Background: an optimization exercise with open tools, aiming at small area and a short achievable clock period. Do not read the settings as production practice. Function was checked by simulation only, so behaviour that the tests miss may differ from the original. The flow treats the clock pin as an ideal source, which a real chip does not have.

## flow/design.v (module list and top-level ports; edited modules follow where they fit)
// module full_adder: 6 lines
// module half_adder: 6 lines
// module times3: 41 lines
// module fir_pp_gen: 194 lines
// module sel3: 3 lines
// module sel2: 3 lines
// module dec_u: 5 lines
// module dec_s: 5 lines
// module fir_filter_16_tap: 2443 lines
module fir_filter_16_tap (
    input clk,
    input rst,
    input [15:0] x_in,
    input [15:0] h0, h1, h2, h3, h4, h5, h6, h7,
    input [15:0] h8, h9, h10, h11, h12, h13, h14, h15,
    output reg [31:0] y_out
);
  // ...
==> flow/flow/run.sh <==
#!/bin/bash
# Own flow: the standard layout (standard.sh: the standard synthesis and ORFS steps),
# with these changes to how the layout is made:
#  - the port buffers are buf_2 cells rather than the cell buffer_ports picks by itself;
#  - the global router's layer capacities (flow/fastroute.tcl) move wiring off met1/met2,
#    which the detailed router otherwise spends most of its time on.
# Constraints (constraint.sdc) and everything else are the standard flow's. make's output goes to
# flow_make.log here; ORFS keeps each step's log under orfs/logs/.
set -euo pipefail
bash standard.sh \
  "BUFFER_PORTS_ARGS=-buffer_cell sky130_fd_sc_hd__buf_2" \
  "SETUP_SLACK_MARGIN=11.5" \
  "POST_CTS_TCL=$PWD/flow/post_cts.tcl" \
  "EXTRA_SETUP_MARGIN=13" \
  "FASTROUTE_TCL=$PWD/flow/fastroute.tcl" \
  finish > flow_make.log 2>&1
==> flow/flow/fastroute.tcl <==
# Global-routing capacity derating: met1 and met2 carry most of the cells' pin access, so the
# global router is steered towards met3-met5 to leave the detailed router room there.
set_global_routing_layer_adjustment met1 0.6
set_global_routing_layer_adjustment met2 0.45
set_global_routing_layer_adjustment met3-$::env(MAX_ROUTING_LAYER) 0.1

set_routing_layers -clock $::env(MIN_CLK_ROUTING_LAYER)-$::env(MAX_ROUTING_LAYER)
set_routing_layers -signal $::env(MIN_ROUTING_LAYER)-$::env(MAX_ROUTING_LAYER)
==> flow/flow/post_cts.tcl <==
# Extra setup-repair pass after CTS (see run.sh): a second repair_timing run, aimed at a
# slack of EXTRA_SETUP_MARGIN ns, then the placement is legalized again.
repair_timing -setup -setup_margin $::env(EXTRA_SETUP_MARGIN) -max_passes 300 -verbose
detailed_placement
check_placement -verbose
==> flow/standard.sh <==
#!/bin/bash
# synth_recipe.tcl (not shown) runs the flow's synth.tcl, then flattens the netlist and writes it again
# the make line also repeats each setting of config.mk as NAME=value (left out here)
make -C /OpenROAD-flow-scripts/flow DESIGN_CONFIG=/design/flow/config.mk WORK_HOME=/design/flow/orfs CLKGATE_MAP_FILE= SYNTH_SCRIPT=/design/flow/synth_recipe.tcl "${@:-finish}"
==> flow/config.mk <==
export PLATFORM = sky130hd
export DESIGN_NAME = fir_filter_16_tap
export DESIGN_NICKNAME = fir_filter_16_tap
export VERILOG_FILES = /design/flow/design.v
export SDC_FILE = /design/flow/constraint.sdc
export NUM_CORES = 8
export LEC_CHECK = 0
export CAP_MARGIN = 20
export CORE_MARGIN = 2
export CORE_UTILIZATION = 30
export SLEW_MARGIN = 20
export SYNTH_HIERARCHICAL = 1
==> flow/constraint.sdc <==
create_clock -name core_clock -period 25.0 [get_ports {clk}]
set_input_delay 5.0000 -clock core_clock [delete_from_list [all_inputs] [get_ports {clk}]]
set_output_delay 5.0000 -clock core_clock [all_outputs]
set_load 0.01 [all_outputs]
==> results.json, run 1 <==
{
  "status": "no timing/DRC/antenna violations",
  "worstPathCellList": "buf_2 -> and2_2 -> a222oi_1 -> fa_1 -> fa_2 -> fa_1 -> fa_2 -> fa_2 -> fa_2 -> fa_2 -> fa_2 -> fa_2 -> fa_2 -> fa_1 -> fa_1 -> ha_4 -> ha_4 -> nand3_2 -> a21oi_2 -> a21oi_4 -> o21ai_4 -> and3_1 -> o21ai_1 -> xor2_1",
  "grt_usage_pct": 49.0,
  "finalSetupViolCount": 0,
  "num_rows": 201,
  "final_cell_mix": "fa_1, a222oi_1, nand2_1, buf_2",
  "grt_pass1_wl_um": 792000,
  "r2r_cells": 30,
  "gp_congestion": 1.15,
  "grt_pass1_vias": 96295,
  "post-route-worst-setup-slack_ns": 11.71,
  "yosys_warnings": 7,
  "instances_no_fill": 11247,
  "hp-class": "reg -> reg",
  "worstPathMaxFanout": 10,
  "design.core.area_um2": 299000,
  "vias_per_cell": 7.19,
  "cts_sinks": 288,
  "relSlewSlack_pct": 13.9,
  "dp_cells": 11045,
  "min_to": "tap5[12]$_DFF_PP0_",
  "clkbuf_count": 62,
  "worstPathArrival_ns": 13.91,
  "register_area_um2": 7210,
  "tightestPinTransition_ns": 1.29,
  "n_antenna_cell": 73,
  "grt_use_met2_pct": 65.5,
  "tap_cells": 3958,
  "dp_hpwl_um": 501000,
  "path_depth": 24
}
==> module fir_pp_gen, before the edit <==
module fir_pp_gen (
    input  [15:0] a,
    input  [15:0] h,
    output [151:0] nb
);
    wire [17:0] t;    
    wire [0:0] cb;
    times3 u_t3 (.a(a), .t(t), .cb(cb));
    wire d1_0_0, d2_0_0, d3_0_0;
    dec_u u_dec0_0 (.h1(h[1]), .h0(h[0]), .d1(d1_0_0), .d2(d2_0_0), .d3(d3_0_0));
    wire d1_0_1, d2_0_1, d3_0_1;
    dec_u u_dec0_1 (.h1(h[1]), .h0(h[0]), .d1(d1_0_1), .d2(d2_0_1), .d3(d3_0_1));
    wire d1_1_0, d2_1_0, d3_1_0;
    dec_u u_dec1_0 (.h1(h[3]), .h0(h[2]), .d1(d1_1_0), .d2(d2_1_0), .d3(d3_1_0));
    wire d1_1_1, d2_1_1, d3_1_1;
    dec_u u_dec1_1 (.h1(h[3]), .h0(h[2]), .d1(d1_1_1), .d2(d2_1_1), .d3(d3_1_1));
    wire d1_2_0, d2_2_0, d3_2_0;
    dec_u u_dec2_0 (.h1(h[5]), .h0(h[4]), .d1(d1_2_0), .d2(d2_2_0), .d3(d3_2_0));
    wire d1_2_1, d2_2_1, d3_2_1;
    dec_u u_dec2_1 (.h1(h[5]), .h0(h[4]), .d1(d1_2_1), .d2(d2_2_1), .d3(d3_2_1));
    wire d1_3_0, d2_3_0, d3_3_0;
    dec_u u_dec3_0 (.h1(h[7]), .h0(h[6]), .d1(d1_3_0), .d2(d2_3_0), .d3(d3_3_0));
    wire d1_3_1, d2_3_1, d3_3_1;
    dec_u u_dec3_1 (.h1(h[7]), .h0(h[6]), .d1(d1_3_1), .d2(d2_3_1), .d3(d3_3_1));
    wire d1_4_0, d2_4_0, d3_4_0;
    dec_u u_dec4_0 (.h1(h[9]), .h0(h[8]), .d1(d1_4_0), .d2(d2_4_0), .d3(d3_4_0));
    wire d1_4_1, d2_4_1, d3_4_1;
    dec_u u_dec4_1 (.h1(h[9]), .h0(h[8]), .d1(d1_4_1), .d2(d2_4_1), .d3(d3_4_1));
    wire d1_5_0, d2_5_0, d3_5_0;
    dec_u u_dec5_0 (.h1(h[11]), .h0(h[10]), .d1(d1_5_0), .d2(d2_5_0), .d3(d3_5_0));
    wire d1_5_1, d2_5_1, d3_5_1;
    dec_u u_dec5_1 (.h1(h[11]), .h0(h[10]), .d1(d1_5_1), .d2(d2_5_1), .d3(d3_5_1));
    wire d1_6_0, d2_6_0, d3_6_0;
    dec_u u_dec6_0 (.h1(h[13]), .h0(h[12]), .d1(d1_6_0), .d2(d2_6_0), .d3(d3_6_0));
    wire d1_6_1, d2_6_1, d3_6_1;
    dec_u u_dec6_1 (.h1(h[13]), .h0(h[12]), .d1(d1_6_1), .d2(d2_6_1), .d3(d3_6_1));
    assign nb[0] = ~(h[0] & a[0]);
    sel3 s0_1 (.d1(d1_0_0), .x1(a[1]), .d2(d2_0_0), .x2(a[0]), .d3(d3_0_0), .x3(t[1]), .y(nb[1]));
    sel3 s0_2 (.d1(d1_0_0), .x1(a[2]), .d2(d2_0_0), .x2(a[1]), .d3(d3_0_0), .x3(t[2]), .y(nb[2]));
    sel3 s0_3 (.d1(d1_0_0), .x1(a[3]), .d2(d2_0_0), .x2(a[2]), .d3(d3_0_0), .x3(t[3]), .y(nb[3]));
    sel3 s0_4 (.d1(d1_0_0), .x1(a[4]), .d2(d2_0_0), .x2(a[3]), .d3(d3_0_0), .x3(t[4]), .y(nb[4]));
    sel3 s0_5 (.d1(d1_0_0), .x1(a[5]), .d2(d2_0_0), .x2(a[4]), .d3(d3_0_0), .x3(t[5]), .y(nb[5]));
    sel3 s0_6 (.d1(d1_0_0), .x1(a[6]), .d2(d2_0_0), .x2(a[5]), .d3(d3_0_0), .x3(t[6]), .y(nb[6]));
    sel3 s0_7 (.d1(d1_0_0), .x1(a[7]), .d2(d2_0_0), .x2(a[6]), .d3(d3_0_0), .x3(t[7]), .y(nb[7]));
    sel3 s0_8 (.d1(d1_0_0), .x1(a[8]), .d2(d2_0_0), .x2(a[7]), .d3(d3_0_0), .x3(t[8]), .y(nb[8]));
    sel3 s0_9 (.d1(d1_0_1), .x1(a[9]), .d2(d2_0_1), .x2(a[8]), .d3(d3_0_1), .x3(t[9]), .y(nb[9]));
    sel3 s0_10 (.d1(d1_0_1), .x1(a[10]), .d2(d2_0_1), .x2(a[9]), .d3(d3_0_1), .x3(t[10]), .y(nb[10]));
    sel3 s0_11 (.d1(d1_0_1), .x1(a[11]), .d2(d2_0_1), .x2(a[10]), .d3(d3_0_1), .x3(t[11]), .y(nb[11]));
    sel3 s0_12 (.d1(d1_0_1), .x1(a[12]), .d2(d2_0_1), .x2(a[11]), .d3(d3_0_1), .x3(t[12]), .y(nb[12]));
    sel3 s0_13 (.d1(d1_0_1), .x1(a[13]), .d2(d2_0_1), .x2(a[12]), .d3(d3_0_1), .x3(t[13]), .y(nb[13]));
    sel3 s0_14 (.d1(d1_0_1), .x1(a[14]), .d2(d2_0_1), .x2(a[13]), .d3(d3_0_1), .x3(t[14]), .y(nb[14]));
    sel3 s0_15 (.d1(d1_0_1), .x1(a[15]), .d2(d2_0_1), .x2(a[14]), .d3(d3_0_1), .x3(t[15]), .y(nb[15]));
    sel2 s0_16 (.d1(d2_0_1), .x1(a[15]), .d2(d3_0_1), .x2(t[16]), .y(nb[16]));
    assign nb[17] = ~(d3_0_1 & t[17]);
    assign nb[18] = ~(h[2] & a[0]);
    sel3 s1_1 (.d1(d1_1_0), .x1(a[1]), .d2(d2_1_0), .x2(a[0]), .d3(d3_1_0), .x3(t[1]), .y(nb[19]));
    sel3 s1_2 (.d1(d1_1_0), .x1(a[2]), .d2(d2_1_0), .x2(a[1]), .d3(d3_1_0), .x3(t[2]), .y(nb[20]));
    sel3 s1_3 (.d1(d1_1_0), .x1(a[3]), .d2(d2_1_0), .x2(a[2]), .d3(d3_1_0), .x3(t[3]), .y(nb[21]));
    sel3 s1_4 (.d1(d1_1_0), .x1(a[4]), .d2(d2_1_0), .x2(a[3]), .d3(d3_1_0), .x3(t[4]), .y(nb[22]));
    sel3 s1_5 (.d1(d1_1_0), .x1(a[5]), .d2(d2_1_0), .x2(a[4]), .d3(d3_1_0), .x3(t[5]), .y(nb[23]));
    sel3 s1_6 (.d1(d1_1_0), .x1(a[6]), .d2(d2_1_0), .x2(a[5]), .d3(d3_1_0), .x3(t[6]), .y(nb[24]));
    sel3 s1_7 (.d1(d1_1_0), .x1(a[7]), .d2(d2_1_0), .x2(a[6]), .d3(d3_1_0), .x3(t[7]), .y(nb[25]));
    sel3 s1_8 (.d1(d1_1_0), .x1(a[8]), .d2(d2_1_0), .x2(a[7]), .d3(d3_1_0), .x3(t[8]), .y(nb[26]));
    sel3 s1_9 (.d1(d1_1_1), .x1(a[9]), .d2(d2_1_1), .x2(a[8]), .d3(d3_1_1), .x3(t[9]), .y(nb[27]));
    sel3 s1_10 (.d1(d1_1_1), .x1(a[10]), .d2(d2_1_1), .x2(a[9]), .d3(d3_1_1), .x3(t[10]), .y(nb[28]));
    sel3 s1_11 (.d1(d1_1_1), .x1(a[11]), .d2(d2_1_1), .x2(a[10]), .d3(d3_1_1), .x3(t[11]), .y(nb[29]));
    sel3 s1_12 (.d1(d1_1_1), .x1(a[12]), .d2(d2_1_1), .x2(a[11]), .d3(d3_1_1), .x3(t[12]), .y(nb[30]));
    sel3 s1_13 (.d1(d1_1_1), .x1(a[13]), .d2(d2_1_1), .x2(a[12]), .d3(d3_1_1), .x3(t[13]), .y(nb[31]));
    sel3 s1_14 (.d1(d1_1_1), .x1(a[14]), .d2(d2_1_1), .x2(a[13]), .d3(d3_1_1), .x3(t[14]), .y(nb[32]));
    sel3 s1_15 (.d1(d1_1_1), .x1(a[15]), .d2(d2_1_1), .x2(a[14]), .d3(d3_1_1), .x3(t[15]), .y(nb[33]));
    sel2 s1_16 (.d1(d2_1_1), .x1(a[15]), .d2(d3_1_1), .x2(t[16]), .y(nb[34]));
    assign nb[35] = ~(d3_1_1 & t[17]);
    assign nb[36] = ~(h[4] & a[0]);
    sel3 s2_1 (.d1(d1_2_0), .x1(a[1]), .d2(d2_2_0), .x2(a[0]), .d3(d3_2_0), .x3(t[1]), .y(nb[37]));
    sel3 s2_2 (.d1(d1_2_0), .x1(a[2]), .d2(d2_2_0), .x2(a[1]), .d3(d3_2_0), .x3(t[2]), .y(nb[38]));
    sel3 s2_3 (.d1(d1_2_0), .x1(a[3]), .d2(d2_2_0), .x2(a[2]), .d3(d3_2_0), .x3(t[3]), .y(nb[39]));
    sel3 s2_4 (.d1(d1_2_0), .x1(a[4]), .d2(d2_2_0), .x2(a[3]), .d3(d3_2_0), .x3(t[4]), .y(nb[40]));
    sel3 s2_5 (.d1(d1_2_0), .x1(a[5]), .d2(d2_2_0), .x2(a[4]), .d3(d3_2_0), .x3(t[5]), .y(nb[41]));
    sel3 s2_6 (.d1(d1_2_0), .x1(a[6]), .d2(d2_2_0), .x2(a[5]), .d3(d3_2_0), .x3(t[6]), .y(nb[42]));
    sel3 s2_7 (.d1(d1_2_0), .x1(a[7]), .d2(d2_2_0), .x2(a[6]), .d3(d3_2_0), .x3(t[7]), .y(nb[43]));
    sel3 s2_8 (.d1(d1_2_0), .x1(a[8]), .d2(d2_2_0), .x2(a[7]), .d3(d3_2_0), .x3(t[8]), .y(nb[44]));
    sel3 s2_9 (.d1(d1_2_1), .x1(a[9]), .d2(d2_2_1), .x2(a[8]), .d3(d3_2_1), .x3(t[9]), .y(nb[45]));
    sel3 s2_10 (.d1(d1_2_1), .x1(a[10]), .d2(d2_2_1), .x2(a[9]), .d3(d3_2_1), .x3(t[10]), .y(nb[46]));
    sel3 s2_11 (.d1(d1_2_1), .x1(a[11]), .d2(d2_2_1), .x2(a[10]), .d3(d3_2_1), .x3(t[11]), .y(nb[47]));
    sel3 s2_12 (.d1(d1_2_1), .x1(a[12]), .d2(d2_2_1), .x2(a[11]), .d3(d3_2_1), .x3(t[12]), .y(nb[48]));
    sel3 s2_13 (.d1(d1_2_1), .x1(a[13]), .d2(d2_2_1), .x2(a[12]), .d3(d3_2_1), .x3(t[13]), .y(nb[49]));
    sel3 s2_14 (.d1(d1_2_1), .x1(a[14]), .d2(d2_2_1), .x2(a[13]), .d3(d3_2_1), .x3(t[14]), .y(nb[50]));
    sel3 s2_15 (.d1(d1_2_1), .x1(a[15]), .d2(d2_2_1), .x2(a[14]), .d3(d3_2_1), .x3(t[15]), .y(nb[51]));
    sel2 s2_16 (.d1(d2_2_1), .x1(a[15]), .d2(d3_2_1), .x2(t[16]), .y(nb[52]));
    assign nb[53] = ~(d3_2_1 & t[17]);
    assign nb[54] = ~(h[6] & a[0]);
    sel3 s3_1 (.d1(d1_3_0), .x1(a[1]), .d2(d2_3_0), .x2(a[0]), .d3(d3_3_0), .x3(t[1]), .y(nb[55]));
    sel3 s3_2 (.d1(d1_3_0), .x1(a[2]), .d2(d2_3_0), .x2(a[1]), .d3(d3_3_0), .x3(t[2]), .y(nb[56]));
    sel3 s3_3 (.d1(d1_3_0), .x1(a[3]), .d2(d2_3_0), .x2(a[2]), .d3(d3_3_0), .x3(t[3]), .y(nb[57]));
    sel3 s3_4 (.d1(d1_3_0), .x1(a[4]), .d2(d2_3_0), .x2(a[3]), .d3(d3_3_0), .x3(t[4]), .y(nb[58]));
    sel3 s3_5 (.d1(d1_3_0), .x1(a[5]), .d2(d2_3_0), .x2(a[4]), .d3(d3_3_0), .x3(t[5]), .y(nb[59]));
    sel3 s3_6 (.d1(d1_3_0), .x1(a[6]), .d2(d2_3_0), .x2(a[5]), .d3(d3_3_0), .x3(t[6]), .y(nb[60]));
    sel3 s3_7 (.d1(d1_3_0), .x1(a[7]), .d2(d2_3_0), .x2(a[6]), .d3(d3_3_0), .x3(t[7]), .y(nb[61]));
    sel3 s3_8 (.d1(d1_3_0), .x1(a[8]), .d2(d2_3_0), .x2(a[7]), .d3(d3_3_0), .x3(t[8]), .y(nb[62]));
    sel3 s3_9 (.d1(d1_3_1), .x1(a[9]), .d2(d2_3_1), .x2(a[8]), .d3(d3_3_1), .x3(t[9]), .y(nb[63]));
    sel3 s3_10 (.d1(d1_3_1), .x1(a[10]), .d2(d2_3_1), .x2(a[9]), .d3(d3_3_1), .x3(t[10]), .y(nb[64]));
    sel3 s3_11 (.d1(d1_3_1), .x1(a[11]), .d2(d2_3_1), .x2(a[10]), .d3(d3_3_1), .x3(t[11]), .y(nb[65]));
    sel3 s3_12 (.d1(d1_3_1), .x1(a[12]), .d2(d2_3_1), .x2(a[11]), .d3(d3_3_1), .x3(t[12]), .y(nb[66]));
    sel3 s3_13 (.d1(d1_3_1), .x1(a[13]), .d2(d2_3_1), .x2(a[12]), .d3(d3_3_1), .x3(t[13]), .y(nb[67]));
    sel3 s3_14 (.d1(d1_3_1), .x1(a[14]), .d2(d2_3_1), .x2(a[13]), .d3(d3_3_1), .x3(t[14]), .y(nb[68]));
    sel3 s3_15 (.d1(d1_3_1), .x1(a[15]), .d2(d2_3_1), .x2(a[14]), .d3(d3_3_1), .x3(t[15]), .y(nb[69]));
    sel2 s3_16 (.d1(d2_3_1), .x1(a[15]), .d2(d3_3_1), .x2(t[16]), .y(nb[70]));
    assign nb[71] = ~(d3_3_1 & t[17]);
    assign nb[72] = ~(h[8] & a[0]);
    sel3 s4_1 (.d1(d1_4_0), .x1(a[1]), .d2(d2_4_0), .x2(a[0]), .d3(d3_4_0), .x3(t[1]), .y(nb[73]));
    sel3 s4_2 (.d1(d1_4_0), .x1(a[2]), .d2(d2_4_0), .x2(a[1]), .d3(d3_4_0), .x3(t[2]), .y(nb[74]));
    sel3 s4_3 (.d1(d1_4_0), .x1(a[3]), .d2(d2_4_0), .x2(a[2]), .d3(d3_4_0), .x3(t[3]), .y(nb[75]));
    sel3 s4_4 (.d1(d1_4_0), .x1(a[4]), .d2(d2_4_0), .x2(a[3]), .d3(d3_4_0), .x3(t[4]), .y(nb[76]));
    sel3 s4_5 (.d1(d1_4_0), .x1(a[5]), .d2(d2_4_0), .x2(a[4]), .d3(d3_4_0), .x3(t[5]), .y(nb[77]));
    sel3 s4_6 (.d1(d1_4_0), .x1(a[6]), .d2(d2_4_0), .x2(a[5]), .d3(d3_4_0), .x3(t[6]), .y(nb[78]));
    sel3 s4_7 (.d1(d1_4_0), .x1(a[7]), .d2(d2_4_0), .x2(a[6]), .d3(d3_4_0), .x3(t[7]), .y(nb[79]));
    sel3 s4_8 (.d1(d1_4_0), .x1(a[8]), .d2(d2_4_0), .x2(a[7]), .d3(d3_4_0), .x3(t[8]), .y(nb[80]));
    sel3 s4_9 (.d1(d1_4_1), .x1(a[9]), .d2(d2_4_1), .x2(a[8]), .d3(d3_4_1), .x3(t[9]), .y(nb[81]));
    sel3 s4_10 (.d1(d1_4_1), .x1(a[10]), .d2(d2_4_1), .x2(a[9]), .d3(d3_4_1), .x3(t[10]), .y(nb[82]));
    sel3 s4_11 (.d1(d1_4_1), .x1(a[11]), .d2(d2_4_1), .x2(a[10]), .d3(d3_4_1), .x3(t[11]), .y(nb[83]));
    sel3 s4_12 (.d1(d1_4_1), .x1(a[12]), .d2(d2_4_1), .x2(a[11]), .d3(d3_4_1), .x3(t[12]), .y(nb[84]));
    sel3 s4_13 (.d1(d1_4_1), .x1(a[13]), .d2(d2_4_1), .x2(a[12]), .d3(d3_4_1), .x3(t[13]), .y(nb[85]));
    sel3 s4_14 (.d1(d1_4_1), .x1(a[14]), .d2(d2_4_1), .x2(a[13]), .d3(d3_4_1), .x3(t[14]), .y(nb[86]));
    sel3 s4_15 (.d1(d1_4_1), .x1(a[15]), .d2(d2_4_1), .x2(a[14]), .d3(d3_4_1), .x3(t[15]), .y(nb[87]));
    sel2 s4_16 (.d1(d2_4_1), .x1(a[15]), .d2(d3_4_1), .x2(t[16]), .y(nb[88]));
    assign nb[89] = ~(d3_4_1 & t[17]);
    assign nb[90] = ~(h[10] & a[0]);
    sel3 s5_1 (.d1(d1_5_0), .x1(a[1]), .d2(d2_5_0), .x2(a[0]), .d3(d3_5_0), .x3(t[1]), .y(nb[91]));
    sel3 s5_2 (.d1(d1_5_0), .x1(a[2]), .d2(d2_5_0), .x2(a[1]), .d3(d3_5_0), .x3(t[2]), .y(nb[92]));
    sel3 s5_3 (.d1(d1_5_0), .x1(a[3]), .d2(d2_5_0), .x2(a[2]), .d3(d3_5_0), .x3(t[3]), .y(nb[93]));
    sel3 s5_4 (.d1(d1_5_0), .x1(a[4]), .d2(d2_5_0), .x2(a[3]), .d3(d3_5_0), .x3(t[4]), .y(nb[94]));
    sel3 s5_5 (.d1(d1_5_0), .x1(a[5]), .d2(d2_5_0), .x2(a[4]), .d3(d3_5_0), .x3(t[5]), .y(nb[95]));
    sel3 s5_6 (.d1(d1_5_0), .x1(a[6]), .d2(d2_5_0), .x2(a[5]), .d3(d3_5_0), .x3(t[6]), .y(nb[96]));
    sel3 s5_7 (.d1(d1_5_0), .x1(a[7]), .d2(d2_5_0), .x2(a[6]), .d3(d3_5_0), .x3(t[7]), .y(nb[97]));
    sel3 s5_8 (.d1(d1_5_0), .x1(a[8]), .d2(d2_5_0), .x2(a[7]), .d3(d3_5_0), .x3(t[8]), .y(nb[98]));
    sel3 s5_9 (.d1(d1_5_1), .x1(a[9]), .d2(d2_5_1), .x2(a[8]), .d3(d3_5_1), .x3(t[9]), .y(nb[99]));
    sel3 s5_10 (.d1(d1_5_1), .x1(a[10]), .d2(d2_5_1), .x2(a[9]), .d3(d3_5_1), .x3(t[10]), .y(nb[100]));
    sel3 s5_11 (.d1(d1_5_1), .x1(a[11]), .d2(d2_5_1), .x2(a[10]), .d3(d3_5_1), .x3(t[11]), .y(nb[101]));
    sel3 s5_12 (.d1(d1_5_1), .x1(a[12]), .d2(d2_5_1), .x2(a[11]), .d3(d3_5_1), .x3(t[12]), .y(nb[102]));
    sel3 s5_13 (.d1(d1_5_1), .x1(a[13]), .d2(d2_5_1), .x2(a[12]), .d3(d3_5_1), .x3(t[13]), .y(nb[103]));
    sel3 s5_14 (.d1(d1_5_1), .x1(a[14]), .d2(d2_5_1), .x2(a[13]), .d3(d3_5_1), .x3(t[14]), .y(nb[104]));
    sel3 s5_15 (.d1(d1_5_1), .x1(a[15]), .d2(d2_5_1), .x2(a[14]), .d3(d3_5_1), .x3(t[15]), .y(nb[105]));
    sel2 s5_16 (.d1(d2_5_1), .x1(a[15]), .d2(d3_5_1), .x2(t[16]), .y(nb[106]));
    assign nb[107] = ~(d3_5_1 & t[17]);
    assign nb[108] = ~(h[12] & a[0]);
    sel3 s6_1 (.d1(d1_6_0), .x1(a[1]), .d2(d2_6_0), .x2(a[0]), .d3(d3_6_0), .x3(t[1]), .y(nb[109]));
    sel3 s6_2 (.d1(d1_6_0), .x1(a[2]), .d2(d2_6_0), .x2(a[1]), .d3(d3_6_0), .x3(t[2]), .y(nb[110]));
    sel3 s6_3 (.d1(d1_6_0), .x1(a[3]), .d2(d2_6_0), .x2(a[2]), .d3(d3_6_0), .x3(t[3]), .y(nb[111]));
    sel3 s6_4 (.d1(d1_6_0), .x1(a[4]), .d2(d2_6_0), .x2(a[3]), .d3(d3_6_0), .x3(t[4]), .y(nb[112]));
    sel3 s6_5 (.d1(d1_6_0), .x1(a[5]), .d2(d2_6_0), .x2(a[4]), .d3(d3_6_0), .x3(t[5]), .y(nb[113]));
    sel3 s6_6 (.d1(d1_6_0), .x1(a[6]), .d2(d2_6_0), .x2(a[5]), .d3(d3_6_0), .x3(t[6]), .y(nb[114]));
    sel3 s6_7 (.d1(d1_6_0), .x1(a[7]), .d2(d2_6_0), .x2(a[6]), .d3(d3_6_0), .x3(t[7]), .y(nb[115]));
    sel3 s6_8 (.d1(d1_6_0), .x1(a[8]), .d2(d2_6_0), .x2(a[7]), .d3(d3_6_0), .x3(t[8]), .y(nb[116]));
    sel3 s6_9 (.d1(d1_6_1), .x1(a[9]), .d2(d2_6_1), .x2(a[8]), .d3(d3_6_1), .x3(t[9]), .y(nb[117]));
    sel3 s6_10 (.d1(d1_6_1), .x1(a[10]), .d2(d2_6_1), .x2(a[9]), .d3(d3_6_1), .x3(t[10]), .y(nb[118]));
    sel3 s6_11 (.d1(d1_6_1), .x1(a[11]), .d2(d2_6_1), .x2(a[10]), .d3(d3_6_1), .x3(t[11]), .y(nb[119]));
    sel3 s6_12 (.d1(d1_6_1), .x1(a[12]), .d2(d2_6_1), .x2(a[11]), .d3(d3_6_1), .x3(t[12]), .y(nb[120]));
    sel3 s6_13 (.d1(d1_6_1), .x1(a[13]), .d2(d2_6_1), .x2(a[12]), .d3(d3_6_1), .x3(t[13]), .y(nb[121]));
    sel3 s6_14 (.d1(d1_6_1), .x1(a[14]), .d2(d2_6_1), .x2(a[13]), .d3(d3_6_1), .x3(t[14]), .y(nb[122]));
    sel3 s6_15 (.d1(d1_6_1), .x1(a[15]), .d2(d2_6_1), .x2(a[14]), .d3(d3_6_1), .x3(t[15]), .y(nb[123]));
    sel2 s6_16 (.d1(d2_6_1), .x1(a[15]), .d2(d3_6_1), .x2(t[16]), .y(nb[124]));
    assign nb[125] = ~(d3_6_1 & t[17]);
    wire dp1_0, dm1_0, dm2_0;
    dec_s u_decs_0 (.h15(h[15]), .h14(h[14]), .dp1(dp1_0), .dm1(dm1_0), .dm2(dm2_0));
    wire dp1_1, dm1_1, dm2_1;
    dec_s u_decs_1 (.h15(h[15]), .h14(h[14]), .dp1(dp1_1), .dm1(dm1_1), .dm2(dm2_1));
    wire [15:0] na = ~a;
    assign nb[126] = ~((dp1_0 & a[0]) | (dm1_0 & na[0]) | dm2_0);
    sel3 s7_1 (.d1(dp1_0), .x1(a[1]), .d2(dm1_0), .x2(na[1]), .d3(dm2_0), .x3(na[0]), .y(nb[127]));
    sel3 s7_2 (.d1(dp1_0), .x1(a[2]), .d2(dm1_0), .x2(na[2]), .d3(dm2_0), .x3(na[1]), .y(nb[128]));
    sel3 s7_3 (.d1(dp1_0), .x1(a[3]), .d2(dm1_0), .x2(na[3]), .d3(dm2_0), .x3(na[2]), .y(nb[129]));
    sel3 s7_4 (.d1(dp1_0), .x1(a[4]), .d2(dm1_0), .x2(na[4]), .d3(dm2_0), .x3(na[3]), .y(nb[130]));
    sel3 s7_5 (.d1(dp1_0), .x1(a[5]), .d2(dm1_0), .x2(na[5]), .d3(dm2_0), .x3(na[4]), .y(nb[131]));
    sel3 s7_6 (.d1(dp1_0), .x1(a[6]), .d2(dm1_0), .x2(na[6]), .d3(dm2_0), .x3(na[5]), .y(nb[132]));
    sel3 s7_7 (.d1(dp1_0), .x1(a[7]), .d2(dm1_0), .x2(na[7]), .d3(dm2_0), .x3(na[6]), .y(nb[133]));
    sel3 s7_8 (.d1(dp1_0), .x1(a[8]), .d2(dm1_0), .x2(na[8]), .d3(dm2_0), .x3(na[7]), .y(nb[134]));
    sel3 s7_9 (.d1(dp1_1), .x1(a[9]), .d2(dm1_1), .x2(na[9]), .d3(dm2_1), .x3(na[8]), .y(nb[135]));
    sel3 s7_10 (.d1(dp1_1), .x1(a[10]), .d2(dm1_1), .x2(na[10]), .d3(dm2_1), .x3(na[9]), .y(nb[136]));
    sel3 s7_11 (.d1(dp1_1), .x1(a[11]), .d2(dm1_1), .x2(na[11]), .d3(dm2_1), .x3(na[10]), .y(nb[137]));
    sel3 s7_12 (.d1(dp1_1), .x1(a[12]), .d2(dm1_1), .x2(na[12]), .d3(dm2_1), .x3(na[11]), .y(nb[138]));
    sel3 s7_13 (.d1(dp1_1), .x1(a[13]), .d2(dm1_1), .x2(na[13]), .d3(dm2_1), .x3(na[12]), .y(nb[139]));
    sel3 s7_14 (.d1(dp1_1), .x1(a[14]), .d2(dm1_1), .x2(na[14]), .d3(dm2_1), .x3(na[13]), .y(nb[140]));
    sel3 s7_15 (.d1(dp1_1), .x1(a[15]), .d2(dm1_1), .x2(na[15]), .d3(dm2_1), .x3(na[14]), .y(nb[141]));
    assign nb[142] = ~(dm1_1 | (dm2_1 & na[15]));
    assign nb[145] = ~(d3_0_1 & cb[0]);
    assign nb[146] = ~(d3_1_1 & cb[0]);
    assign nb[147] = ~(d3_2_1 & cb[0]);
    assign nb[148] = ~(d3_3_1 & cb[0]);
    assign nb[149] = ~(d3_4_1 & cb[0]);
    assign nb[150] = ~(d3_5_1 & cb[0]);
    assign nb[151] = ~(d3_6_1 & cb[0]);
    assign nb[143] = ~h[15];
    assign nb[144] = h[15];
endmodule
==> run 2: changes to the inputs <==
--- a/flow/design.v
+++ b/flow/design.v
@@ -63,28 +63,14 @@
     dec_u u_dec0_0 (.h1(h[1]), .h0(h[0]), .d1(d1_0_0), .d2(d2_0_0), .d3(d3_0_0));
-    wire d1_0_1, d2_0_1, d3_0_1;
-    dec_u u_dec0_1 (.h1(h[1]), .h0(h[0]), .d1(d1_0_1), .d2(d2_0_1), .d3(d3_0_1));
     wire d1_1_0, d2_1_0, d3_1_0;
     dec_u u_dec1_0 (.h1(h[3]), .h0(h[2]), .d1(d1_1_0), .d2(d2_1_0), .d3(d3_1_0));
-    wire d1_1_1, d2_1_1, d3_1_1;
-    dec_u u_dec1_1 (.h1(h[3]), .h0(h[2]), .d1(d1_1_1), .d2(d2_1_1), .d3(d3_1_1));
     wire d1_2_0, d2_2_0, d3_2_0;
     dec_u u_dec2_0 (.h1(h[5]), .h0(h[4]), .d1(d1_2_0), .d2(d2_2_0), .d3(d3_2_0));
-    wire d1_2_1, d2_2_1, d3_2_1;
-    dec_u u_dec2_1 (.h1(h[5]), .h0(h[4]), .d1(d1_2_1), .d2(d2_2_1), .d3(d3_2_1));
     wire d1_3_0, d2_3_0, d3_3_0;
     dec_u u_dec3_0 (.h1(h[7]), .h0(h[6]), .d1(d1_3_0), .d2(d2_3_0), .d3(d3_3_0));
-    wire d1_3_1, d2_3_1, d3_3_1;
-    dec_u u_dec3_1 (.h1(h[7]), .h0(h[6]), .d1(d1_3_1), .d2(d2_3_1), .d3(d3_3_1));
     wire d1_4_0, d2_4_0, d3_4_0;
     dec_u u_dec4_0 (.h1(h[9]), .h0(h[8]), .d1(d1_4_0), .d2(d2_4_0), .d3(d3_4_0));
-    wire d1_4_1, d2_4_1, d3_4_1;
-    dec_u u_dec4_1 (.h1(h[9]), .h0(h[8]), .d1(d1_4_1), .d2(d2_4_1), .d3(d3_4_1));
     wire d1_5_0, d2_5_0, d3_5_0;
     dec_u u_dec5_0 (.h1(h[11]), .h0(h[10]), .d1(d1_5_0), .d2(d2_5_0), .d3(d3_5_0));
-    wire d1_5_1, d2_5_1, d3_5_1;
-    dec_u u_dec5_1 (.h1(h[11]), .h0(h[10]), .d1(d1_5_1), .d2(d2_5_1), .d3(d3_5_1));
     wire d1_6_0, d2_6_0, d3_6_0;
     dec_u u_dec6_0 (.h1(h[13]), .h0(h[12]), .d1(d1_6_0), .d2(d2_6_0), .d3(d3_6_0));
-    wire d1_6_1, d2_6_1, d3_6_1;
-    dec_u u_dec6_1 (.h1(h[13]), .h0(h[12]), .d1(d1_6_1), .d2(d2_6_1), .d3(d3_6_1));
     assign nb[0] = ~(h[0] & a[0]);
@@ -98,11 +84,11 @@
     sel3 s0_8 (.d1(d1_0_0), .x1(a[8]), .d2(d2_0_0), .x2(a[7]), .d3(d3_0_0), .x3(t[8]), .y(nb[8]));
-    sel3 s0_9 (.d1(d1_0_1), .x1(a[9]), .d2(d2_0_1), .x2(a[8]), .d3(d3_0_1), .x3(t[9]), .y(nb[9]));
-    sel3 s0_10 (.d1(d1_0_1), .x1(a[10]), .d2(d2_0_1), .x2(a[9]), .d3(d3_0_1), .x3(t[10]), .y(nb[10]));
-    sel3 s0_11 (.d1(d1_0_1), .x1(a[11]), .d2(d2_0_1), .x2(a[10]), .d3(d3_0_1), .x3(t[11]), .y(nb[11]));
-    sel3 s0_12 (.d1(d1_0_1), .x1(a[12]), .d2(d2_0_1), .x2(a[11]), .d3(d3_0_1), .x3(t[12]), .y(nb[12]));
-    sel3 s0_13 (.d1(d1_0_1), .x1(a[13]), .d2(d2_0_1), .x2(a[12]), .d3(d3_0_1), .x3(t[13]), .y(nb[13]));
-    sel3 s0_14 (.d1(d1_0_1), .x1(a[14]), .d2(d2_0_1), .x2(a[13]), .d3(d3_0_1), .x3(t[14]), .y(nb[14]));
-    sel3 s0_15 (.d1(d1_0_1), .x1(a[15]), .d2(d2_0_1), .x2(a[14]), .d3(d3_0_1), .x3(t[15]), .y(nb[15]));
-    sel2 s0_16 (.d1(d2_0_1), .x1(a[15]), .d2(d3_0_1), .x2(t[16]), .y(nb[16]));
-    assign nb[17] = ~(d3_0_1 & t[17]);
+    sel3 s0_9 (.d1(d1_0_0), .x1(a[9]), .d2(d2_0_0), .x2(a[8]), .d3(d3_0_0), .x3(t[9]), .y(nb[9]));
+    sel3 s0_10 (.d1(d1_0_0), .x1(a[10]), .d2(d2_0_0), .x2(a[9]), .d3(d3_0_0), .x3(t[10]), .y(nb[10]));
+    sel3 s0_11 (.d1(d1_0_0), .x1(a[11]), .d2(d2_0_0), .x2(a[10]), .d3(d3_0_0), .x3(t[11]), .y(nb[11]));
+    sel3 s0_12 (.d1(d1_0_0), .x1(a[12]), .d2(d2_0_0), .x2(a[11]), .d3(d3_0_0), .x3(t[12]), .y(nb[12]));
+    sel3 s0_13 (.d1(d1_0_0), .x1(a[13]), .d2(d2_0_0), .x2(a[12]), .d3(d3_0_0), .x3(t[13]), .y(nb[13]));
+    sel3 s0_14 (.d1(d1_0_0), .x1(a[14]), .d2(d2_0_0), .x2(a[13]), .d3(d3_0_0), .x3(t[14]), .y(nb[14]));
+    sel3 s0_15 (.d1(d1_0_0), .x1(a[15]), .d2(d2_0_0), .x2(a[14]), .d3(d3_0_0), .x3(t[15]), .y(nb[15]));
+    sel2 s0_16 (.d1(d2_0_0), .x1(a[15]), .d2(d3_0_0), .x2(t[16]), .y(nb[16]));
+    assign nb[17] = ~(d3_0_0 & t[17]);
     assign nb[18] = ~(h[2] & a[0]);
@@ -116,11 +102,11 @@
     sel3 s1_8 (.d1(d1_1_0), .x1(a[8]), .d2(d2_1_0), .x2(a[7]), .d3(d3_1_0), .x3(t[8]), .y(nb[26]));
-    sel3 s1_9 (.d1(d1_1_1), .x1(a[9]), .d2(d2_1_1), .x2(a[8]), .d3(d3_1_1), .x3(t[9]), .y(nb[27]));
-    sel3 s1_10 (.d1(d1_1_1), .x1(a[10]), .d2(d2_1_1), .x2(a[9]), .d3(d3_1_1), .x3(t[10]), .y(nb[28]));
-    sel3 s1_11 (.d1(d1_1_1), .x1(a[11]), .d2(d2_1_1), .x2(a[10]), .d3(d3_1_1), .x3(t[11]), .y(nb[29]));
-    sel3 s1_12 (.d1(d1_1_1), .x1(a[12]), .d2(d2_1_1), .x2(a[11]), .d3(d3_1_1), .x3(t[12]), .y(nb[30]));
-    sel3 s1_13 (.d1(d1_1_1), .x1(a[13]), .d2(d2_1_1), .x2(a[12]), .d3(d3_1_1), .x3(t[13]), .y(nb[31]));
-    sel3 s1_14 (.d1(d1_1_1), .x1(a[14]), .d2(d2_1_1), .x2(a[13]), .d3(d3_1_1), .x3(t[14]), .y(nb[32]));
-    sel3 s1_15 (.d1(d1_1_1), .x1(a[15]), .d2(d2_1_1), .x2(a[14]), .d3(d3_1_1), .x3(t[15]), .y(nb[33]));
-    sel2 s1_16 (.d1(d2_1_1), .x1(a[15]), .d2(d3_1_1), .x2(t[16]), .y(nb[34]));
-    assign nb[35] = ~(d3_1_1 & t[17]);
+    sel3 s1_9 (.d1(d1_1_0), .x1(a[9]), .d2(d2_1_0), .x2(a[8]), .d3(d3_1_0), .x3(t[9]), .y(nb[27]));
+    sel3 s1_10 (.d1(d1_1_0), .x1(a[10]), .d2(d2_1_0), .x2(a[9]), .d3(d3_1_0), .x3(t[10]), .y(nb[28]));
+    sel3 s1_11 (.d1(d1_1_0), .x1(a[11]), .d2(d2_1_0), .x2(a[10]), .d3(d3_1_0), .x3(t[11]), .y(nb[29]));
+    sel3 s1_12 (.d1(d1_1_0), .x1(a[12]), .d2(d2_1_0), .x2(a[11]), .d3(d3_1_0), .x3(t[12]), .y(nb[30]));
+    sel3 s1_13 (.d1(d1_1_0), .x1(a[13]), .d2(d2_1_0), .x2(a[12]), .d3(d3_1_0), .x3(t[13]), .y(nb[31]));
+    sel3 s1_14 (.d1(d1_1_0), .x1(a[14]), .d2(d2_1_0), .x2(a[13]), .d3(d3_1_0), .x3(t[14]), .y(nb[32]));
+    sel3 s1_15 (.d1(d1_1_0), .x1(a[15]), .d2(d2_1_0), .x2(a[14]), .d3(d3_1_0), .x3(t[15]), .y(nb[33]));
+    sel2 s1_16 (.d1(d2_1_0), .x1(a[15]), .d2(d3_1_0), .x2(t[16]), .y(nb[34]));
+    assign nb[35] = ~(d3_1_0 & t[17]);
     assign nb[36] = ~(h[4] & a[0]);
@@ -134,11 +120,11 @@
     sel3 s2_8 (.d1(d1_2_0), .x1(a[8]), .d2(d2_2_0), .x2(a[7]), .d3(d3_2_0), .x3(t[8]), .y(nb[44]));
-    sel3 s2_9 (.d1(d1_2_1), .x1(a[9]), .d2(d2_2_1), .x2(a[8]), .d3(d3_2_1), .x3(t[9]), .y(nb[45]));
-    sel3 s2_10 (.d1(d1_2_1), .x1(a[10]), .d2(d2_2_1), .x2(a[9]), .d3(d3_2_1), .x3(t[10]), .y(nb[46]));
-    sel3 s2_11 (.d1(d1_2_1), .x1(a[11]), .d2(d2_2_1), .x2(a[10]), .d3(d3_2_1), .x3(t[11]), .y(nb[47]));
-    sel3 s2_12 (.d1(d1_2_1), .x1(a[12]), .d2(d2_2_1), .x2(a[11]), .d3(d3_2_1), .x3(t[12]), .y(nb[48]));
-    sel3 s2_13 (.d1(d1_2_1), .x1(a[13]), .d2(d2_2_1), .x2(a[12]), .d3(d3_2_1), .x3(t[13]), .y(nb[49]));
-    sel3 s2_14 (.d1(d1_2_1), .x1(a[14]), .d2(d2_2_1), .x2(a[13]), .d3(d3_2_1), .x3(t[14]), .y(nb[50]));
-    sel3 s2_15 (.d1(d1_2_1), .x1(a[15]), .d2(d2_2_1), .x2(a[14]), .d3(d3_2_1), .x3(t[15]), .y(nb[51]));
-    sel2 s2_16 (.d1(d2_2_1), .x1(a[15]), .d2(d3_2_1), .x2(t[16]), .y(nb[52]));
-    assign nb[53] = ~(d3_2_1 & t[17]);
+    sel3 s2_9 (.d1(d1_2_0), .x1(a[9]), .d2(d2_2_0), .x2(a[8]), .d3(d3_2_0), .x3(t[9]), .y(nb[45]));
+    sel3 s2_10 (.d1(d1_2_0), .x1(a[10]), .d2(d2_2_0), .x2(a[9]), .d3(d3_2_0), .x3(t[10]), .y(nb[46]));
+    sel3 s2_11 (.d1(d1_2_0), .x1(a[11]), .d2(d2_2_0), .x2(a[10]), .d3(d3_2_0), .x3(t[11]), .y(nb[47]));
+    sel3 s2_12 (.d1(d1_2_0), .x1(a[12]), .d2(d2_2_0), .x2(a[11]), .d3(d3_2_0), .x3(t[12]), .y(nb[48]));
+    sel3 s2_13 (.d1(d1_2_0), .x1(a[13]), .d2(d2_2_0), .x2(a[12]), .d3(d3_2_0), .x3(t[13]), .y(nb[49]));
+    sel3 s2_14 (.d1(d1_2_0), .x1(a[14]), .d2(d2_2_0), .x2(a[13]), .d3(d3_2_0), .x3(t[14]), .y(nb[50]));
+    sel3 s2_15 (.d1(d1_2_0), .x1(a[15]), .d2(d2_2_0), .x2(a[14]), .d3(d3_2_0), .x3(t[15]), .y(nb[51]));
+    sel2 s2_16 (.d1(d2_2_0), .x1(a[15]), .d2(d3_2_0), .x2(t[16]), .y(nb[52]));
+    assign nb[53] = ~(d3_2_0 & t[17]);
     assign nb[54] = ~(h[6] & a[0]);
@@ -152,11 +138,11 @@
     sel3 s3_8 (.d1(d1_3_0), .x1(a[8]), .d2(d2_3_0), .x2(a[7]), .d3(d3_3_0), .x3(t[8]), .y(nb[62]));
-    sel3 s3_9 (.d1(d1_3_1), .x1(a[9]), .d2(d2_3_1), .x2(a[8]), .d3(d3_3_1), .x3(t[9]), .y(nb[63]));
-    sel3 s3_10 (.d1(d1_3_1), .x1(a[10]), .d2(d2_3_1), .x2(a[9]), .d3(d3_3_1), .x3(t[10]), .y(nb[64]));
-    sel3 s3_11 (.d1(d1_3_1), .x1(a[11]), .d2(d2_3_1), .x2(a[10]), .d3(d3_3_1), .x3(t[11]), .y(nb[65]));
-    sel3 s3_12 (.d1(d1_3_1), .x1(a[12]), .d2(d2_3_1), .x2(a[11]), .d3(d3_3_1), .x3(t[12]), .y(nb[66]));
-    sel3 s3_13 (.d1(d1_3_1), .x1(a[13]), .d2(d2_3_1), .x2(a[12]), .d3(d3_3_1), .x3(t[13]), .y(nb[67]));
-    sel3 s3_14 (.d1(d1_3_1), .x1(a[14]), .d2(d2_3_1), .x2(a[13]), .d3(d3_3_1), .x3(t[14]), .y(nb[68]));
-    sel3 s3_15 (.d1(d1_3_1), .x1(a[15]), .d2(d2_3_1), .x2(a[14]), .d3(d3_3_1), .x3(t[15]), .y(nb[69]));
-    sel2 s3_16 (.d1(d2_3_1), .x1(a[15]), .d2(d3_3_1), .x2(t[16]), .y(nb[70]));
-    assign nb[71] = ~(d3_3_1 & t[17]);
+    sel3 s3_9 (.d1(d1_3_0), .x1(a[9]), .d2(d2_3_0), .x2(a[8]), .d3(d3_3_0), .x3(t[9]), .y(nb[63]));
+    sel3 s3_10 (.d1(d1_3_0), .x1(a[10]), .d2(d2_3_0), .x2(a[9]), .d3(d3_3_0), .x3(t[10]), .y(nb[64]));
+    sel3 s3_11 (.d1(d1_3_0), .x1(a[11]), .d2(d2_3_0), .x2(a[10]), .d3(d3_3_0), .x3(t[11]), .y(nb[65]));
+    sel3 s3_12 (.d1(d1_3_0), .x1(a[12]), .d2(d2_3_0), .x2(a[11]), .d3(d3_3_0), .x3(t[12]), .y(nb[66]));
+    sel3 s3_13 (.d1(d1_3_0), .x1(a[13]), .d2(d2_3_0), .x2(a[12]), .d3(d3_3_0), .x3(t[13]), .y(nb[67]));
+    sel3 s3_14 (.d1(d1_3_0), .x1(a[14]), .d2(d2_3_0), .x2(a[13]), .d3(d3_3_0), .x3(t[14]), .y(nb[68]));
+    sel3 s3_15 (.d1(d1_3_0), .x1(a[15]), .d2(d2_3_0), .x2(a[14]), .d3(d3_3_0), .x3(t[15]), .y(nb[69]));
+    sel2 s3_16 (.d1(d2_3_0), .x1(a[15]), .d2(d3_3_0), .x2(t[16]), .y(nb[70]));
+    assign nb[71] = ~(d3_3_0 & t[17]);
     assign nb[72] = ~(h[8] & a[0]);
@@ -170,11 +156,11 @@
     sel3 s4_8 (.d1(d1_4_0), .x1(a[8]), .d2(d2_4_0), .x2(a[7]), .d3(d3_4_0), .x3(t[8]), .y(nb[80]));
-    sel3 s4_9 (.d1(d1_4_1), .x1(a[9]), .d2(d2_4_1), .x2(a[8]), .d3(d3_4_1), .x3(t[9]), .y(nb[81]));
-    sel3 s4_10 (.d1(d1_4_1), .x1(a[10]), .d2(d2_4_1), .x2(a[9]), .d3(d3_4_1), .x3(t[10]), .y(nb[82]));
-    sel3 s4_11 (.d1(d1_4_1), .x1(a[11]), .d2(d2_4_1), .x2(a[10]), .d3(d3_4_1), .x3(t[11]), .y(nb[83]));
-    sel3 s4_12 (.d1(d1_4_1), .x1(a[12]), .d2(d2_4_1), .x2(a[11]), .d3(d3_4_1), .x3(t[12]), .y(nb[84]));
-    sel3 s4_13 (.d1(d1_4_1), .x1(a[13]), .d2(d2_4_1), .x2(a[12]), .d3(d3_4_1), .x3(t[13]), .y(nb[85]));
-    sel3 s4_14 (.d1(d1_4_1), .x1(a[14]), .d2(d2_4_1), .x2(a[13]), .d3(d3_4_1), .x3(t[14]), .y(nb[86]));
-    sel3 s4_15 (.d1(d1_4_1), .x1(a[15]), .d2(d2_4_1), .x2(a[14]), .d3(d3_4_1), .x3(t[15]), .y(nb[87]));
-    sel2 s4_16 (.d1(d2_4_1), .x1(a[15]), .d2(d3_4_1), .x2(t[16]), .y(nb[88]));
-    assign nb[89] = ~(d3_4_1 & t[17]);
+    sel3 s4_9 (.d1(d1_4_0), .x1(a[9]), .d2(d2_4_0), .x2(a[8]), .d3(d3_4_0), .x3(t[9]), .y(nb[81]));
+    sel3 s4_10 (.d1(d1_4_0), .x1(a[10]), .d2(d2_4_0), .x2(a[9]), .d3(d3_4_0), .x3(t[10]), .y(nb[82]));
+    sel3 s4_11 (.d1(d1_4_0), .x1(a[11]), .d2(d2_4_0), .x2(a[10]), .d3(d3_4_0), .x3(t[11]), .y(nb[83]));
+    sel3 s4_12 (.d1(d1_4_0), .x1(a[12]), .d2(d2_4_0), .x2(a[11]), .d3(d3_4_0), .x3(t[12]), .y(nb[84]));
+    sel3 s4_13 (.d1(d1_4_0), .x1(a[13]), .d2(d2_4_0), .x2(a[12]), .d3(d3_4_0), .x3(t[13]), .y(nb[85]));
+    sel3 s4_14 (.d1(d1_4_0), .x1(a[14]), .d2(d2_4_0), .x2(a[13]), .d3(d3_4_0), .x3(t[14]), .y(nb[86]));
+    sel3 s4_15 (.d1(d1_4_0), .x1(a[15]), .d2(d2_4_0), .x2(a[14]), .d3(d3_4_0), .x3(t[15]), .y(nb[87]));
+    sel2 s4_16 (.d1(d2_4_0), .x1(a[15]), .d2(d3_4_0), .x2(t[16]), .y(nb[88]));
+    assign nb[89] = ~(d3_4_0 & t[17]);
     assign nb[90] = ~(h[10] & a[0]);
@@ -188,11 +174,11 @@
     sel3 s5_8 (.d1(d1_5_0), .x1(a[8]), .d2(d2_5_0), .x2(a[7]), .d3(d3_5_0), .x3(t[8]), .y(nb[98]));
-    sel3 s5_9 (.d1(d1_5_1), .x1(a[9]), .d2(d2_5_1), .x2(a[8]), .d3(d3_5_1), .x3(t[9]), .y(nb[99]));
-    sel3 s5_10 (.d1(d1_5_1), .x1(a[10]), .d2(d2_5_1), .x2(a[9]), .d3(d3_5_1), .x3(t[10]), .y(nb[100]));
-    sel3 s5_11 (.d1(d1_5_1), .x1(a[11]), .d2(d2_5_1), .x2(a[10]), .d3(d3_5_1), .x3(t[11]), .y(nb[101]));
-    sel3 s5_12 (.d1(d1_5_1), .x1(a[12]), .d2(d2_5_1), .x2(a[11]), .d3(d3_5_1), .x3(t[12]), .y(nb[102]));
-    sel3 s5_13 (.d1(d1_5_1), .x1(a[13]), .d2(d2_5_1), .x2(a[12]), .d3(d3_5_1), .x3(t[13]), .y(nb[103]));
-    sel3 s5_14 (.d1(d1_5_1), .x1(a[14]), .d2(d2_5_1), .x2(a[13]), .d3(d3_5_1), .x3(t[14]), .y(nb[104]));
-    sel3 s5_15 (.d1(d1_5_1), .x1(a[15]), .d2(d2_5_1), .x2(a[14]), .d3(d3_5_1), .x3(t[15]), .y(nb[105]));
-    sel2 s5_16 (.d1(d2_5_1), .x1(a[15]), .d2(d3_5_1), .x2(t[16]), .y(nb[106]));
-    assign nb[107] = ~(d3_5_1 & t[17]);
+    sel3 s5_9 (.d1(d1_5_0), .x1(a[9]), .d2(d2_5_0), .x2(a[8]), .d3(d3_5_0), .x3(t[9]), .y(nb[99]));
+    sel3 s5_10 (.d1(d1_5_0), .x1(a[10]), .d2(d2_5_0), .x2(a[9]), .d3(d3_5_0), .x3(t[10]), .y(nb[100]));
+    sel3 s5_11 (.d1(d1_5_0), .x1(a[11]), .d2(d2_5_0), .x2(a[10]), .d3(d3_5_0), .x3(t[11]), .y(nb[101]));
+    sel3 s5_12 (.d1(d1_5_0), .x1(a[12]), .d2(d2_5_0), .x2(a[11]), .d3(d3_5_0), .x3(t[12]), .y(nb[102]));
+    sel3 s5_13 (.d1(d1_5_0), .x1(a[13]), .d2(d2_5_0), .x2(a[12]), .d3(d3_5_0), .x3(t[13]), .y(nb[103]));
+    sel3 s5_14 (.d1(d1_5_0), .x1(a[14]), .d2(d2_5_0), .x2(a[13]), .d3(d3_5_0), .x3(t[14]), .y(nb[104]));
+    sel3 s5_15 (.d1(d1_5_0), .x1(a[15]), .d2(d2_5_0), .x2(a[14]), .d3(d3_5_0), .x3(t[15]), .y(nb[105]));
+    sel2 s5_16 (.d1(d2_5_0), .x1(a[15]), .d2(d3_5_0), .x2(t[16]), .y(nb[106]));
+    assign nb[107] = ~(d3_5_0 & t[17]);
     assign nb[108] = ~(h[12] & a[0]);
@@ -206,15 +192,13 @@
     sel3 s6_8 (.d1(d1_6_0), .x1(a[8]), .d2(d2_6_0), .x2(a[7]), .d3(d3_6_0), .x3(t[8]), .y(nb[116]));
-    sel3 s6_9 (.d1(d1_6_1), .x1(a[9]), .d2(d2_6_1), .x2(a[8]), .d3(d3_6_1), .x3(t[9]), .y(nb[117]));
-    sel3 s6_10 (.d1(d1_6_1), .x1(a[10]), .d2(d2_6_1), .x2(a[9]), .d3(d3_6_1), .x3(t[10]), .y(nb[118]));
-    sel3 s6_11 (.d1(d1_6_1), .x1(a[11]), .d2(d2_6_1), .x2(a[10]), .d3(d3_6_1), .x3(t[11]), .y(nb[119]));
-    sel3 s6_12 (.d1(d1_6_1), .x1(a[12]), .d2(d2_6_1), .x2(a[11]), .d3(d3_6_1), .x3(t[12]), .y(nb[120]));
-    sel3 s6_13 (.d1(d1_6_1), .x1(a[13]), .d2(d2_6_1), .x2(a[12]), .d3(d3_6_1), .x3(t[13]), .y(nb[121]));
-    sel3 s6_14 (.d1(d1_6_1), .x1(a[14]), .d2(d2_6_1), .x2(a[13]), .d3(d3_6_1), .x3(t[14]), .y(nb[122]));
-    sel3 s6_15 (.d1(d1_6_1), .x1(a[15]), .d2(d2_6_1), .x2(a[14]), .d3(d3_6_1), .x3(t[15]), .y(nb[123]));
-    sel2 s6_16 (.d1(d2_6_1), .x1(a[15]), .d2(d3_6_1), .x2(t[16]), .y(nb[124]));
-    assign nb[125] = ~(d3_6_1 & t[17]);
+    sel3 s6_9 (.d1(d1_6_0), .x1(a[9]), .d2(d2_6_0), .x2(a[8]), .d3(d3_6_0), .x3(t[9]), .y(nb[117]));
+    sel3 s6_10 (.d1(d1_6_0), .x1(a[10]), .d2(d2_6_0), .x2(a[9]), .d3(d3_6_0), .x3(t[10]), .y(nb[118]));
+    sel3 s6_11 (.d1(d1_6_0), .x1(a[11]), .d2(d2_6_0), .x2(a[10]), .d3(d3_6_0), .x3(t[11]), .y(nb[119]));
+    sel3 s6_12 (.d1(d1_6_0), .x1(a[12]), .d2(d2_6_0), .x2(a[11]), .d3(d3_6_0), .x3(t[12]), .y(nb[120]));
+    sel3 s6_13 (.d1(d1_6_0), .x1(a[13]), .d2(d2_6_0), .x2(a[12]), .d3(d3_6_0), .x3(t[13]), .y(nb[121]));
+    sel3 s6_14 (.d1(d1_6_0), .x1(a[14]), .d2(d2_6_0), .x2(a[13]), .d3(d3_6_0), .x3(t[14]), .y(nb[122]));
+    sel3 s6_15 (.d1(d1_6_0), .x1(a[15]), .d2(d2_6_0), .x2(a[14]), .d3(d3_6_0), .x3(t[15]), .y(nb[123]));
+    sel2 s6_16 (.d1(d2_6_0), .x1(a[15]), .d2(d3_6_0), .x2(t[16]), .y(nb[124]));
+    assign nb[125] = ~(d3_6_0 & t[17]);
     wire dp1_0, dm1_0, dm2_0;
     dec_s u_decs_0 (.h15(h[15]), .h14(h[14]), .dp1(dp1_0), .dm1(dm1_0), .dm2(dm2_0));
-    wire dp1_1, dm1_1, dm2_1;
-    dec_s u_decs_1 (.h15(h[15]), .h14(h[14]), .dp1(dp1_1), .dm1(dm1_1), .dm2(dm2_1));
     wire [15:0] na = ~a;
@@ -229,17 +213,17 @@
     sel3 s7_8 (.d1(dp1_0), .x1(a[8]), .d2(dm1_0), .x2(na[8]), .d3(dm2_0), .x3(na[7]), .y(nb[134]));
-    sel3 s7_9 (.d1(dp1_1), .x1(a[9]), .d2(dm1_1), .x2(na[9]), .d3(dm2_1), .x3(na[8]), .y(nb[135]));
-    sel3 s7_10 (.d1(dp1_1), .x1(a[10]), .d2(dm1_1), .x2(na[10]), .d3(dm2_1), .x3(na[9]), .y(nb[136]));
-    sel3 s7_11 (.d1(dp1_1), .x1(a[11]), .d2(dm1_1), .x2(na[11]), .d3(dm2_1), .x3(na[10]), .y(nb[137]));
-    sel3 s7_12 (.d1(dp1_1), .x1(a[12]), .d2(dm1_1), .x2(na[12]), .d3(dm2_1), .x3(na[11]), .y(nb[138]));
-    sel3 s7_13 (.d1(dp1_1), .x1(a[13]), .d2(dm1_1), .x2(na[13]), .d3(dm2_1), .x3(na[12]), .y(nb[139]));
-    sel3 s7_14 (.d1(dp1_1), .x1(a[14]), .d2(dm1_1), .x2(na[14]), .d3(dm2_1), .x3(na[13]), .y(nb[140]));
-    sel3 s7_15 (.d1(dp1_1), .x1(a[15]), .d2(dm1_1), .x2(na[15]), .d3(dm2_1), .x3(na[14]), .y(nb[141]));
-    assign nb[142] = ~(dm1_1 | (dm2_1 & na[15]));
-    assign nb[145] = ~(d3_0_1 & cb[0]);
-    assign nb[146] = ~(d3_1_1 & cb[0]);
-    assign nb[147] = ~(d3_2_1 & cb[0]);
-    assign nb[148] = ~(d3_3_1 & cb[0]);
-    assign nb[149] = ~(d3_4_1 & cb[0]);
-    assign nb[150] = ~(d3_5_1 & cb[0]);
-    assign nb[151] = ~(d3_6_1 & cb[0]);
+    sel3 s7_9 (.d1(dp1_0), .x1(a[9]), .d2(dm1_0), .x2(na[9]), .d3(dm2_0), .x3(na[8]), .y(nb[135]));
+    sel3 s7_10 (.d1(dp1_0), .x1(a[10]), .d2(dm1_0), .x2(na[10]), .d3(dm2_0), .x3(na[9]), .y(nb[136]));
+    sel3 s7_11 (.d1(dp1_0), .x1(a[11]), .d2(dm1_0), .x2(na[11]), .d3(dm2_0), .x3(na[10]), .y(nb[137]));
+    sel3 s7_12 (.d1(dp1_0), .x1(a[12]), .d2(dm1_0), .x2(na[12]), .d3(dm2_0), .x3(na[11]), .y(nb[138]));
+    sel3 s7_13 (.d1(dp1_0), .x1(a[13]), .d2(dm1_0), .x2(na[13]), .d3(dm2_0), .x3(na[12]), .y(nb[139]));
+    sel3 s7_14 (.d1(dp1_0), .x1(a[14]), .d2(dm1_0), .x2(na[14]), .d3(dm2_0), .x3(na[13]), .y(nb[140]));
+    sel3 s7_15 (.d1(dp1_0), .x1(a[15]), .d2(dm1_0), .x2(na[15]), .d3(dm2_0), .x3(na[14]), .y(nb[141]));
+    assign nb[142] = ~(dm1_0 | (dm2_0 & na[15]));
+    assign nb[145] = ~(d3_0_0 & cb[0]);
+    assign nb[146] = ~(d3_1_0 & cb[0]);
+    assign nb[147] = ~(d3_2_0 & cb[0]);
+    assign nb[148] = ~(d3_3_0 & cb[0]);
+    assign nb[149] = ~(d3_4_0 & cb[0]);
+    assign nb[150] = ~(d3_5_0 & cb[0]);
+    assign nb[151] = ~(d3_6_0 & cb[0]);
     assign nb[143] = ~h[15];
--- a/flow/flow/run.sh
+++ b/flow/flow/run.sh
@@ -11,3 +11,3 @@
   "BUFFER_PORTS_ARGS=-buffer_cell sky130_fd_sc_hd__buf_2" \
-  "SETUP_SLACK_MARGIN=11.5" \
+  "SETUP_SLACK_MARGIN=13" \
   "POST_CTS_TCL=$PWD/flow/post_cts.tcl" \
==> results.json, run 2 <==
{
  "status": "no timing/DRC/antenna violations",
  "multiInputGateArea_um2": 81800,
  "required_ns": 25.65,
  "path_delay_family": "adder cells",
  "clk_pin_slew_ns": 0.07,
  "largest_reg_flops": 32,
  "die_w_um": 543,
  "gp_congestion": 1.18,
  "routedWlPerCell_um": 53.1,
  "layout-drive-gt1-share_pct": 28.8,
  "path_class": "in -> reg",
  "skew_ns": 0.0724,
  "cp_common_cell": "fa_1",
  "area_growth_pct": 18.7,
  "period_needed_ns": 13.09,
  "finalHoldViolCount": 0,
  "hold_path.startpoint": "tap5[15]$_DFF_PP0_",
  "grt_pass1_vias": 99945,
  "syn_area_um2": 87200,
  "r2r_cells": 28,
  "avgSynthCellArea_um2": 14.1,
  "dp_cells": 10556,
  "final_net_count": 10017,
  "final_cell_mix": "fa_1, a222oi_1, buf_4, fa_2, nand2_1",
  "ios": 306,
  "rsz0062_at_grt": "yes",
  "drt_iter0_drc": 14145,
  "min_path_cells": 1,
  "instances_no_fill": 11074,
  "io_buffers": 305,
  "grt.overflow.total": 0,
  "first_pass_iters": 17,
  "drt-total-wl_um": 588000,
  "fmax_mhz": 76.4,
  "start_util_pct": 30.2,
  "crit_path_end_kind": "register",
  "grt_usage_pct": 50.4,
  "maxCapViolCount": 0,
  "finalSetupTns_ns": 0,
  "dp_hpwl_um": 463000,
  "synth_cells": 6191,
  "drtAntennaViolNets": 0,
  "r2r-start": "tap14[0]$_DFF_PP0_",
  "relSlewSlack_pct": 14.8,
  "antenna_found_initial": 69,
  "cpPeakStageDelay_ns": 1.01,
  "critical_path.startpoint_type": "primary input",
  "finalMaxSlewViolations": 0,
  "worstPathMaxFanout": 7,
  "post-place-ws_ns": 10.90,
  "final_common_cell": "fa_1",
  "drc": 0,
  "design.core.area_um2": 289000,
  "vias": 82949,
  "register_area_um2": 7210,
  "cts_sinks": 288,
  "crit_buf_inv": 3,
  "post-route-worst-setup-slack_ns": 11.91,
  "clock_latency_ns": 0.79,
  "r2r_slack_ns": 12.80,
  "fillCellCount": 27980,
  "r2r-end": "y_out[27]$_DFF_PP0_",
  "num_rows": 197,
  "vias_per_cell": 7.49,
  "min_to": "tap6[15]$_DFF_PP0_",
  "cts_tree": "built",
  "grt_max_degree": 57,
  "tightestPinTransition_ns": 1.28,
  "regMostFlops": "y_out",
  "yosys_warnings": 7,
  "period_share_pct": 52.3,
  "final_core_util_pct": 35.8,
  "dieArea_um2": 295000,
  "hp-class": "reg -> reg",
  "die_h_um": 543,
  "grt_pass1_wl_um": 797000,
  "worstPathArrival_ns": 13.74,
  "slowest_stage": "fa_1",
  "finalSetupViolCount": 0
}
run 2: layer usage:
layer | vias up | part of all wire, % | track usage (%)
met5 | - | 1.2 | 19.6
met4 | 148 | 14 | 43.9
met3 | 3347 | 23 | 42.9
met2 | 9982 | 35 | 63.6
met1 | 41128 | 26 | 57.7
li1 | 28344 | - | -
run 2: layout make-up:
class                           count  share of cell area [%]
Sequential cell                   288                    6.97
Clock buffer                       60                    1.26
Tap cell                         3880                    4.69
Clock inverter                     27                   0.276
Antenna cell                       60                   0.145
Multi-Input combinational cell   5593                    79.0
Timing Repair Buffer              878                    6.56
Inverter                          288                    1.05
run 2: stage by stage:
step / hold WS [ns] / instance area (um^2)
global route: 0.629 / 103000
detailed placement: 0.632 / 96200
floorplan: 0.523 / 88600
finish: 0.611 / 103000
global placement: 0.629 / 96200
run 2: how the worst max path moves through the flow:
stage            from  slack [ns]                  end  cells past startpoint
3_3_place_gp    h3[4]       10.91  y_out[26]$_DFF_PP0_                     24
2_1_floorplan  h4[12]       12.68  y_out[29]$_DFF_PP0_                     23
6_report       h13[0]       11.91  y_out[26]$_DFF_PP0_                     25
5_1_grt        h13[0]       11.80  y_out[26]$_DFF_PP0_                     25
3_5_place_dp    h3[4]       10.90  y_out[26]$_DFF_PP0_                     24

==> separate check: timing with driven ports <==
Ports are ideal in the flow. The routed layouts listed here were re-timed in OpenROAD. Step 1, drivers: a clkbuf_16 drives clk and a buf_2 each remaining input, both assumed. Step 2 times the ports against the registers' clock, not the clock port: input delays grow and output delays shrink by t, the midpoint of the rising clock arrivals with the driver on. Slacks: ideal ports / drivers / drivers and shift; pairs: ideal ports / drivers.
| run | t (ns) | slack for setup (ns) | clock arrival spread, ns |
|---|---|---|---|
| run 1 | 0.825 | 11.705 / 11.775 / 10.950 | 0.045 / 0.045 |
| run 2 | 0.851 | 11.914 / 11.968 / 11.117 | 0.074 / 0.074 |
After both steps every run listed still meets setup and hold. For run 2, which loses most, drivers alone change the setup slack by +0.054 ns; drivers and shift together by -0.797 ns.
